From an optimization exercise on the open Yosys and OpenROAD flow, aimed at small area; shortcuts taken in it are not production practice.
Where RTL was checked, it was by simulation tests only, not by an equivalence proof against the original.
No driver is modelled on the clock port, so clocking that relies on it looks cheaper here than on a real chip.
No activity file was given, so power comes from the tool's default toggle rates.

==> flow/design.v (excerpt) <==
module xor_encrypt(
        input logic clk,
        input logic valid_in,
        input logic [7:0] key,
        input logic [255:0] code,
        output logic [255:0] code_out,
        output logic valid_out
);
Settings: LEC_CHECK=0, CAP_MARGIN=20, CORE_MARGIN=2, CORE_UTILIZATION=40, CTS_BUF_LIST=sky130_fd_sc_hd__clkbuf_8, CTS_CLUSTER_DIAMETER=100, CTS_CLUSTER_SIZE=16, SLEW_MARGIN=20, SYNTH_HIERARCHICAL=1, SYNTH_MINIMUM_KEEP_SIZE=0; clock period 4.0 ns.
standard.sh (not shown) runs the stock make flow with config.mk's settings and CLKGATE_MAP_FILE= SYNTH_SCRIPT=/design/flow/synth_recipe.tcl, a recipe that flattens the netlist after the stock synthesis.
==> flow/flow/run.sh <==
#!/bin/bash
# Own layout flow: the standard flow (standard synthesis unchanged), with the port
# buffers that global placement inserts on every input and output made the smallest
# buffer, sky130_fd_sc_hd__buf_1, instead of the default pick. Everything else is as in
# the standard flow. make's full output goes to flow_make.log in this folder; ORFS
# writes each step's log under orfs/logs/.
set -euo pipefail
export BUFFER_PORTS_ARGS="-buffer_cell sky130_fd_sc_hd__buf_1"
bash standard.sh finish > flow_make.log 2>&1
test -f out/final.def
Rerun with:
--- a/flow/flow/run.sh
+++ b/flow/flow/run.sh
@@ -8,0 +9 @@
+export POST_GLOBAL_PLACE_TCL="$PWD/flow/post_gpl.tcl"
==> flow/flow/post_gpl.tcl (new file) <==
# Drop the buffers that timing-driven global placement added with ideal clocks; the
# repair after clock tree synthesis adds back what the real clock timing needs.
set bufs [get_cells -quiet place*]
if { [llength $bufs] > 0 } { remove_buffers $bufs }
CTS_BUF_LIST = sky130_fd_sc_hd__clkbuf_16   (was sky130_fd_sc_hd__clkbuf_8)
CTS_CLUSTER_SIZE = 24   (was 16)
What happened: Sequential share of layout area went up by 7.5 points. Routed wire length decreases by a few percent. Via count goes down by a quarter to a third. Maximum frequency came out lower slightly.

========
Setup of run 1:
xor_encrypt, a different RTL version from the one above (not shown whole).
Size: ~260 flip-flops, roughly 520 I/O pins.
==> flow/config.mk <==
export PLATFORM = sky130hd
export DESIGN_NAME = xor_encrypt
export DESIGN_NICKNAME = xor_encrypt
export VERILOG_FILES = /design/flow/design.v
export SDC_FILE = /design/flow/constraint.sdc
export NUM_CORES = 4
export LEC_CHECK = 0
export CAP_MARGIN = 20
export CORE_MARGIN = 2
export CORE_UTILIZATION = 40
export CTS_BUF_LIST = sky130_fd_sc_hd__clkbuf_8
export CTS_CLUSTER_SIZE = 20
export SLEW_MARGIN = 20
export SYNTH_HIERARCHICAL = 1
export SYNTH_MINIMUM_KEEP_SIZE = 0
==> flow/constraint.sdc <==
create_clock -name core_clock -period 4.0 [get_ports {clk}]
set_input_delay 0.8000 -clock core_clock [delete_from_list [all_inputs] [get_ports {clk}]]
set_output_delay 0.8000 -clock core_clock [all_outputs]
set_load 0.01 [all_outputs]
==> flow/flow/run.sh <==
#!/bin/bash
# Own layout flow: the standard flow (standard synthesis unchanged), with the port
# buffers that global placement inserts on every input and output made the smallest
# buffer, sky130_fd_sc_hd__buf_1, instead of the default pick. Everything else is as in
# the standard flow. make's full output goes to flow_make.log in this folder; ORFS
# writes each step's log under orfs/logs/.
set -euo pipefail
export BUFFER_PORTS_ARGS="-buffer_cell sky130_fd_sc_hd__buf_1"
bash standard.sh finish > flow_make.log 2>&1
test -f out/final.def
> inputs changed (run 1 -> run 2)
- CTS_CLUSTER_SIZE no longer set, was 20
- CTS_BUF_LIST now sky130_fd_sc_hd__clkbuf_4, was sky130_fd_sc_hd__clkbuf_8
[summary]
Run 2 | status: complete | timing, DRC, antenna: pass
For the filler-free cell count of the finished design, run 2 came in 55 higher than run 1 did.
Compared to run 1, run 2 has worst setup slack 0.018 ns lower.
Run 2 gives more utilization than run 1 did.
Design area came out higher on run 2 than on run 1.
Changes in run 3 relative to run 2:
- putting CTS_CLUSTER_SIZE at 24 where nothing was set
- swapping sky130_fd_sc_hd__clkbuf_4 for sky130_fd_sc_hd__clkbuf_16 in CTS_BUF_LIST
- putting CTS_CLUSTER_DIAMETER at 100 where nothing was set
--- a/flow/flow/run.sh
+++ b/flow/flow/run.sh
@@ -8,0 +9 @@
+export RECOVER_POWER=100
Results
- To summarise run 3: no stage aborted, but the layout did not pass its checks, failing on capacitance limit, slew limit.
- Final standard cell utilization of the core: run 3 and run 2 compared, lower one is run 3
- NOTE first-pass GRT wire length run 2->run 3 decreased by a few percent
- Run 3 leaves more setup margin than run 2.
Input changes introduced in run 4 (baseline for comparison: run 3):
--- a/flow/flow/run.sh
+++ b/flow/flow/run.sh
@@ -9 +8,0 @@
-export RECOVER_POWER=100
[summary]
- Run 4 went all the way through the flow, and no timing, DRC or antenna check failed.
- First-iteration DRC count: run 4 higher than run 3
- In the metrics for run 4 and run 3, the one carrying the higher switching power share of the total is run 3.
- Run 4 -> run 3: area after synthesis delta 0, exact match
- Run 4 vs run 3, sequential share of layout area went down by 0.32 points.
- Reported for run 4 and run 3, overall global routing resource usage turned out identical to the last digit.
- On via count, run 4 tracks run 3 almost exactly.
- Final area: higher on run 4
The following lists how run 5 was set up differently from run 4:
- CTS_BUF_LIST removed (was sky130_fd_sc_hd__clkbuf_16)
- CTS_CLUSTER_DIAMETER removed (was 100)
- GPL_TIMING_DRIVEN newly set to 0
- CTS_CLUSTER_SIZE removed (was 24)
- CORE_UTILIZATION changed from 40 to 60
Run 5 did not make it past I/O pin placement (3_2_place_iop), where a tool error ended it.
Summary of run 5 over run 4: number of cell rows moved down, width of the chip now smaller, y dimension of the die now smaller.
Post-synthesis cell type count came out exactly the same in run 4 and run 5.
As far as number of flip-flops and latches in the synthesized netlist goes, run 5 and run 4 are indistinguishable; the numbers are identical.
[compare] base=run 4 new=run 5: effective utilization at floorplan moved up; cell count after synthesis level.
diff inputs: run 5 => run 6
- GPL_TIMING_DRIVEN no longer set, was 0
- CORE_UTILIZATION now 40, was 60
--- a/flow/flow/run.sh
+++ b/flow/flow/run.sh
@@ -8,0 +9 @@
+export GLOBAL_PLACEMENT_ARGS="-keep_resize_below_overflow 0"
==> results.txt <==
Run 6: flow completed, timing, DRC and antenna clean. Compared with run 5, in run 6 post-synthesis average cell area essentially unchanged; distinct cell type count after synthesis essentially unchanged; portion of the post-synthesis area used by sequential elements essentially unchanged. Compared with run 5, run 6 shows cell row count that has gone up by more than 10%. Share of synthesized registers carrying an async set or reset came out exactly the same in run 6 and run 5. Number of synthesized register bits came out exactly the same in run 6 and run 5. Number of enable-type register cells in the synthesized netlist: run 6 vs run 5 identical. Diff run 5 -> run 6: die outline width now sits higher, die height now sits higher, post-synthesis instance area now sits at about the same level. Looking only at effective utilization at floorplan, and setting everything else aside, the higher value of run 6 and run 5 goes to run 5.
Function was not checked in any run of this note: the RTL went through the layout flow alone.

[port drivers added, routing unchanged]
The flow's constraints put no driver on any port. The routed layouts listed below were extracted and timed again, unchanged, in two steps. Step 1 (the two cells are an assumption about what drives the block):
set clk [get_ports {clk}]
set_driving_cell -lib_cell sky130_fd_sc_hd__clkbuf_16 $clk
set_driving_cell -lib_cell sky130_fd_sc_hd__buf_2 [delete_from_list [all_inputs] $clk]
Step 2 moves the port delays by t, midway between the first and last clock arrival at a register: inputs arrive t later, outputs are due t later. That takes back most of the time a late clock gives input paths. Three values: no drivers, after step 1, after step 2; two values: the first two.
run	shift t [ns]	setup slack, ns	worst hold slack (ns)	slew violations	max-capacitance violations	pins driven straight from the clock port
the first run of note 1	0.567	0.179 / 0.136 / -0.024	0.475 / 0.457 / 1.024	0 / 0	0 / 0	1
the second run of note 1	0.530	0.141 / -1.021 / -1.551	0.397 / 0.396 / 0.926	0 / 258	0 / 1	1
run 1	0.573	0.206 / 0.176 / -0.345	0.485 / 0.471 / 1.043	0 / 0	0 / 0	1
run 2	0.673	0.189 / 0.147 / -0.428	0.357 / 0.336 / 1.009	0 / 0	0 / 0	1
run 3	0.528	0.239 / 0.191 / -0.249	0.529 / 0.507 / 1.034	46 / 46	1 / 1	1
run 4	0.527	0.221 / 0.198 / -0.280	0.530 / 0.508 / 1.035	0 / 0	0 / 0	1
run 6	0.574	0.182 / 0.190 / -0.369	0.489 / 0.465 / 1.039	0 / 0	0 / 0	1
The drivers bring new slew violations in the second run of note 1. With drivers on, capacitance violations rise in the second run of note 1. For the second run of note 1, which loses most, drivers alone change the setup slack by -1.162 ns; drivers and shift together by -1.692 ns.
